This is an optimization exercise on Yosys and OpenROAD, whose aim is small area, a short achievable clock period and few clock cycles, not a production implementation.

Setup of main:
==> module datapath, before the edit <==
module datapath
#(	parameter [31:0] INITIAL_PC = 32'h00400000
)
(
input clk, rst,
input [31:0] instr, dReadData,
output reg [31:0] PC,
output reg MemRead, MemWrite,
output reg [31:0] dAddress, dWriteData
);
reg        iv;           
reg [12:0] fa;           
reg [31:0] ir;
reg        dv;           
reg [31:0] ea, eb;
reg [13:0] eimm;
reg        brp;          
reg [4:0]  erd;
reg        ewe, eld, est, ebr, euimm;
reg        esub, esel_add, esel_slt, esel_xor, esel_or, esel_and, esel_sh, esh_left, esh_arith;
reg [31:0] m1res;       
reg [4:0]  m1rd, m2rd;
reg        m1we, m1ld, m2we, m2ld;
reg [31:0] m2res;
wire [6:0] op  = ir[6:0];
wire [2:0] f3  = ir[14:12];
wire [4:0] rs1 = ir[19:15];
wire [4:0] rs2 = ir[24:20];
wire [4:0] rd  = ir[11:7];
wire isR  = (op == 7'b0110011);
wire isI  = (op == 7'b0010011);
wire isLW = (op == 7'b0000011);
wire isSW = (op == 7'b0100011);
wire isBR = (op == 7'b1100011);
wire isA  = isR | isI;
wire d_we  = isA | isLW;
wire d_rs2 = isR | isSW | isBR;
wire [12:0] immb = {ir[31], ir[7], ir[30:25], ir[11:8], 1'b0};
wire [13:0] d_imm = isBR ? ({immb[12], immb} - 14'd12)
                  : isSW ? {{2{ir[31]}}, ir[31:25], ir[11:7]}
                  :        {{2{ir[31]}}, ir[31:20]};
wire [31:0] wdata = m2ld ? dReadData : m2res;
wire [31:0] rd1, rd2;
regfile regfile1 (.clk(clk), .readReg1(rs1), .readReg2(rs2), .writeReg(m2rd),
		  .writeData(wdata), .write(m2we), .readData1(rd1), .readData2(rd2));
wire [31:0] d_a = (m1we && m1rd == rs1) ? m1res : (m2we && m2rd == rs1) ? wdata : rd1;
wire [31:0] d_b = (m1we && m1rd == rs2) ? m1res : (m2we && m2rd == rs2) ? wdata : rd2;
wire hz = dv & ((eld  & (erd  == rs1 || (d_rs2 && erd  == rs2)))
              | (m1ld & (m1rd == rs1 || (d_rs2 && m1rd == rs2))));
wire [31:0] a   = ea;
wire [31:0] b   = eb;
wire [31:0] op2 = euimm ? {{18{eimm[13]}}, eimm} : b;
wire [31:0] result;
wire [31:0] bx  = esub ? ~op2 : op2;
wire [31:0] sum = p0 ^ cy;
wire        lt  = (a[31] ^ op2[31]) ? a[31] : sum[31];
wire [31:0] x   = a ^ op2;
wire [31:0] g0 = a & bx;
wire [31:0] p0 = a ^ bx;
reg  [31:0] g, p, cy;
integer i, d;
always @(*) begin
	g = g0;
	p = p0;
	for (d = 1; d < 32; d = d * 2)
		for (i = 2*d-1; i < 32; i = i + 2*d) begin
			g[i] = g[i] | (p[i] & g[i-d]);
			p[i] = p[i] & p[i-d];
		end
	for (d = 8; d >= 1; d = d / 2)
		for (i = 3*d-1; i < 32; i = i + 2*d) begin
			g[i] = g[i] | (p[i] & g[i-d]);
			p[i] = p[i] & p[i-d];
		end
	cy[0] = esub;
	for (i = 1; i < 32; i = i + 1) cy[i] = g[i-1] | (p[i-1] & esub);
end
reg  [31:0] ain, sr, shout;
always @(*) begin
	for (i = 0; i < 32; i = i + 1) ain[i] = esh_left ? a[31-i] : a[i];
	sr = $unsigned($signed({esh_arith & a[31], ain}) >>> op2[4:0]);
	for (i = 0; i < 32; i = i + 1) shout[i] = esh_left ? sr[31-i] : sr[i];
end
assign result = ({32{esel_add}} & sum)
              | ({32{esel_slt}} & {31'b0, lt})
              | ({32{esel_xor}} & x)
              | ({32{esel_or}}  & (a | op2))
              | ({32{esel_and}} & (a & op2))
              | ({32{esel_sh}}  & shout);
wire jmp      = dv & isBR & (rs1 == rs2);
wire [13:0] jmp_off = {immb[12], immb} - 14'd8;
wire        ijmp;
wire [31:0] pc_next;
wire taken    = ebr & (a == b);
wire redirect = taken | brp | hz | jmp | ijmp;
wire d_go     = dv & ~(taken | brp | hz | jmp);
wire [13:0] pc_off = brp ? eimm : hz ? -14'd8 : jmp ? jmp_off : 14'd4;
wire [31:0] pc_nx  = PC + {{18{pc_off[13]}}, pc_off};
fetch_jmp fj (.instr(instr), .fa(fa), .pc_hi(PC[31:13]), .pc_mid(PC[12:2]),
	.live(iv & ~brp & ~hz & ~jmp), .pc_nx(pc_nx), .ijmp(ijmp), .pc_next(pc_next));
wire fwa = ewe && erd == rs1;
wire fwb = ewe && erd == rs2;
always @(posedge clk) begin
	if (rst) PC <= INITIAL_PC;
	else if (!taken) PC <= pc_next;
	fa <= PC[12:0];
	brp <= ~rst & taken;
	iv <= ~rst & ~redirect;
	dv <= ~rst & iv & ~redirect;
	ir <= instr;
	ewe  <= ~rst & d_go & d_we;
	eld  <= ~rst & d_go & isLW;
	est  <= ~rst & d_go & isSW;
	ebr  <= ~rst & d_go & isBR;
	euimm <= isI | isLW | isSW;
	esub     <= isR & ((f3 == 3'b000 & ir[30]) | f3 == 3'b010) | isI & f3 == 3'b010;
	esel_add <= isA & f3 == 3'b000 | isLW | isSW;
	esel_slt <= isA & f3 == 3'b010;
	esel_xor <= isA & f3 == 3'b100;
	esel_or  <= isA & f3 == 3'b110;
	esel_and <= isA & f3 == 3'b111;
	esel_sh  <= isA & f3[1:0] == 2'b01;
	esh_left <= ~f3[2];
	esh_arith <= ir[30];
	if (!taken) eimm <= d_imm;
	erd  <= rd;
	ea   <= fwa ? result : d_a;
	eb   <= fwb ? result : d_b;
	dAddress   <= result;
	m1res      <= result;
	dWriteData <= b;
	MemRead    <= ~rst & eld;
	MemWrite   <= ~rst & est;
	m1we <= ~rst & ewe;
	m1ld <= ~rst & eld;
	m1rd <= erd;
	m2we  <= ~rst & m1we;
	m2ld  <= m1ld;
	m2rd  <= m1rd;
	m2res <= m1res;
end
endmodule
==> module fetch_jmp, before the edit <==
module fetch_jmp (
input  [31:0] instr,
input  [12:0] fa,	 
input  [31:13] pc_hi,
input  [12:2] pc_mid,
input         live,	 
input  [31:0] pc_nx,
output        ijmp,
output [31:0] pc_next
);
wire [12:0] iimm = {instr[31], instr[7], instr[30:25], instr[11:8], 1'b0};
wire [12:0] ilo  = fa + iimm;
assign ijmp = live & (instr[6:0] == 7'b1100011) & (instr[19:15] == instr[24:20])
            & (fa[12] == instr[31]) & (|pc_mid);
assign pc_next = ijmp ? {pc_hi, ilo} : pc_nx;
endmodule
Settings: LEC_CHECK=0, CAP_MARGIN=20, CORE_MARGIN=2, CORE_UTILIZATION=40, PLACE_DENSITY=0.6, SLEW_MARGIN=20, SYNTH_HIERARCHICAL=1; clock period 20.0 ns.
standard.sh (not shown) runs the stock make flow with config.mk's settings and CLKGATE_MAP_FILE= SYNTH_SCRIPT=/design/flow/synth_recipe.tcl, a recipe that flattens the netlist after the stock synthesis.
==> flow/flow/run.sh <==
#!/bin/bash
set -euo pipefail
work=$(pwd)
export POST_GLOBAL_PLACE_TCL=$work/flow/io_buffers.tcl
export SETUP_SLACK_MARGIN=14.6
bash standard.sh synth > "$work/flow_synth.log" 2>&1
bash standard.sh finish > "$work/flow_layout.log" 2>&1
==> flow/flow/io_buffers.tcl <==
# Sourced after global placement (POST_GLOBAL_PLACE_TCL). Swap each port
# buffer for a plain buffer: buf_4 on inputs, buf_2 on outputs.
set nswap 0
foreach inst [[ord::get_db_block] getInsts] {
  if { [[$inst getMaster] getName] ne "sky130_fd_sc_hd__clkdlybuf4s50_1" } { continue }
  set to ""
  foreach it [$inst getITerms] {
    set net [$it getNet]
    if { $net eq "NULL" || [llength [$net getBTerms]] == 0 } { continue }
    if { [$it isInputSignal] } { set to sky130_fd_sc_hd__buf_4 } else { set to sky130_fd_sc_hd__buf_2 }
  }
  if { $to ne "" } {
    replace_cell [$inst getName] $to
    incr nswap
  }
}
puts "io_buffers: swapped $nswap port buffers"
Input changes introduced in the feature branch (baseline for comparison: main):
--- a/flow/design.v
+++ b/flow/design.v
@@ -65,5 +65,4 @@
 );
 reg        iv;           
-reg [12:0] fa;           
 reg [31:0] ir;
 reg        dv;           
@@ -145,19 +144,14 @@
 wire jmp      = dv & isBR & (rs1 == rs2);
 wire [13:0] jmp_off = {immb[12], immb} - 14'd8;
-wire        ijmp;
-wire [31:0] pc_next;
 wire taken    = ebr & (a == b);
-wire redirect = taken | brp | hz | jmp | ijmp;
-wire d_go     = dv & ~(taken | brp | hz | jmp);
+wire redirect = taken | brp | hz | jmp;
+wire d_go     = dv & ~redirect;
 wire [13:0] pc_off = brp ? eimm : hz ? -14'd8 : jmp ? jmp_off : 14'd4;
 wire [31:0] pc_nx  = PC + {{18{pc_off[13]}}, pc_off};
-fetch_jmp fj (.instr(instr), .fa(fa), .pc_hi(PC[31:13]), .pc_mid(PC[12:2]),
-	.live(iv & ~brp & ~hz & ~jmp), .pc_nx(pc_nx), .ijmp(ijmp), .pc_next(pc_next));
 wire fwa = ewe && erd == rs1;
 wire fwb = ewe && erd == rs2;
 always @(posedge clk) begin
 	if (rst) PC <= INITIAL_PC;
-	else if (!taken) PC <= pc_next;
-	fa <= PC[12:0];
+	else if (!taken) PC <= pc_nx;
 	brp <= ~rst & taken;
 	iv <= ~rst & ~redirect;
@@ -196,20 +190,4 @@
 end
 endmodule
-module fetch_jmp (
-input  [31:0] instr,
-input  [12:0] fa,	 
-input  [31:13] pc_hi,
-input  [12:2] pc_mid,
-input         live,	 
-input  [31:0] pc_nx,
-output        ijmp,
-output [31:0] pc_next
-);
-wire [12:0] iimm = {instr[31], instr[7], instr[30:25], instr[11:8], 1'b0};
-wire [12:0] ilo  = fa + iimm;
-assign ijmp = live & (instr[6:0] == 7'b1100011) & (instr[19:15] == instr[24:20])
-            & (fa[12] == instr[31]) & (|pc_mid);
-assign pc_next = ijmp ? {pc_hi, ilo} : pc_nx;
-endmodule
 `timescale 1ns/1ps
 module multicycle
[summary]
Relative to main, initial antenna violation count has increased by 1 in the feature branch.
Going from main to the feature branch, maximum frequency roughly the same; cell area lower; setup TNS roughly the same; post-route fraction of the period consumed by the critical path roughly the same; met2 demand-to-capacity share in global routing higher.
No run of this note included a check of the RTL's function; only the layout flow was run.

[port drivers added, routing unchanged]
No port has a modelled driver above. Below, the same layouts with a new extraction and two added sets of constraints. Step 1 sets driving cells, clkbuf_16 on the clock port and buf_2 on the other inputs (assumed; they add their load-dependent delay and slew). Step 2, shift: input delay + t, output delay - t, t = (earliest + latest rising clock arrival at the registers) / 2. This alone moves slack from input paths to output paths. Slacks: no drivers / after step 1 / after step 2; pairs: no drivers / after step 1.
| run | t, ns | slack for setup (ns) | slew at the worst register clock pin (ns) |
|---|---|---|---|
| main | 0.860 | 14.637 / 14.557 / 13.903 | 0.07 / 0.07 |
| the feature branch | 0.863 | 14.625 / 14.540 / 13.852 | 0.07 / 0.07 |
After both steps every run listed still meets setup and hold. For the feature branch, which loses most, drivers alone change the setup slack by -0.085 ns; drivers and shift together by -0.773 ns.
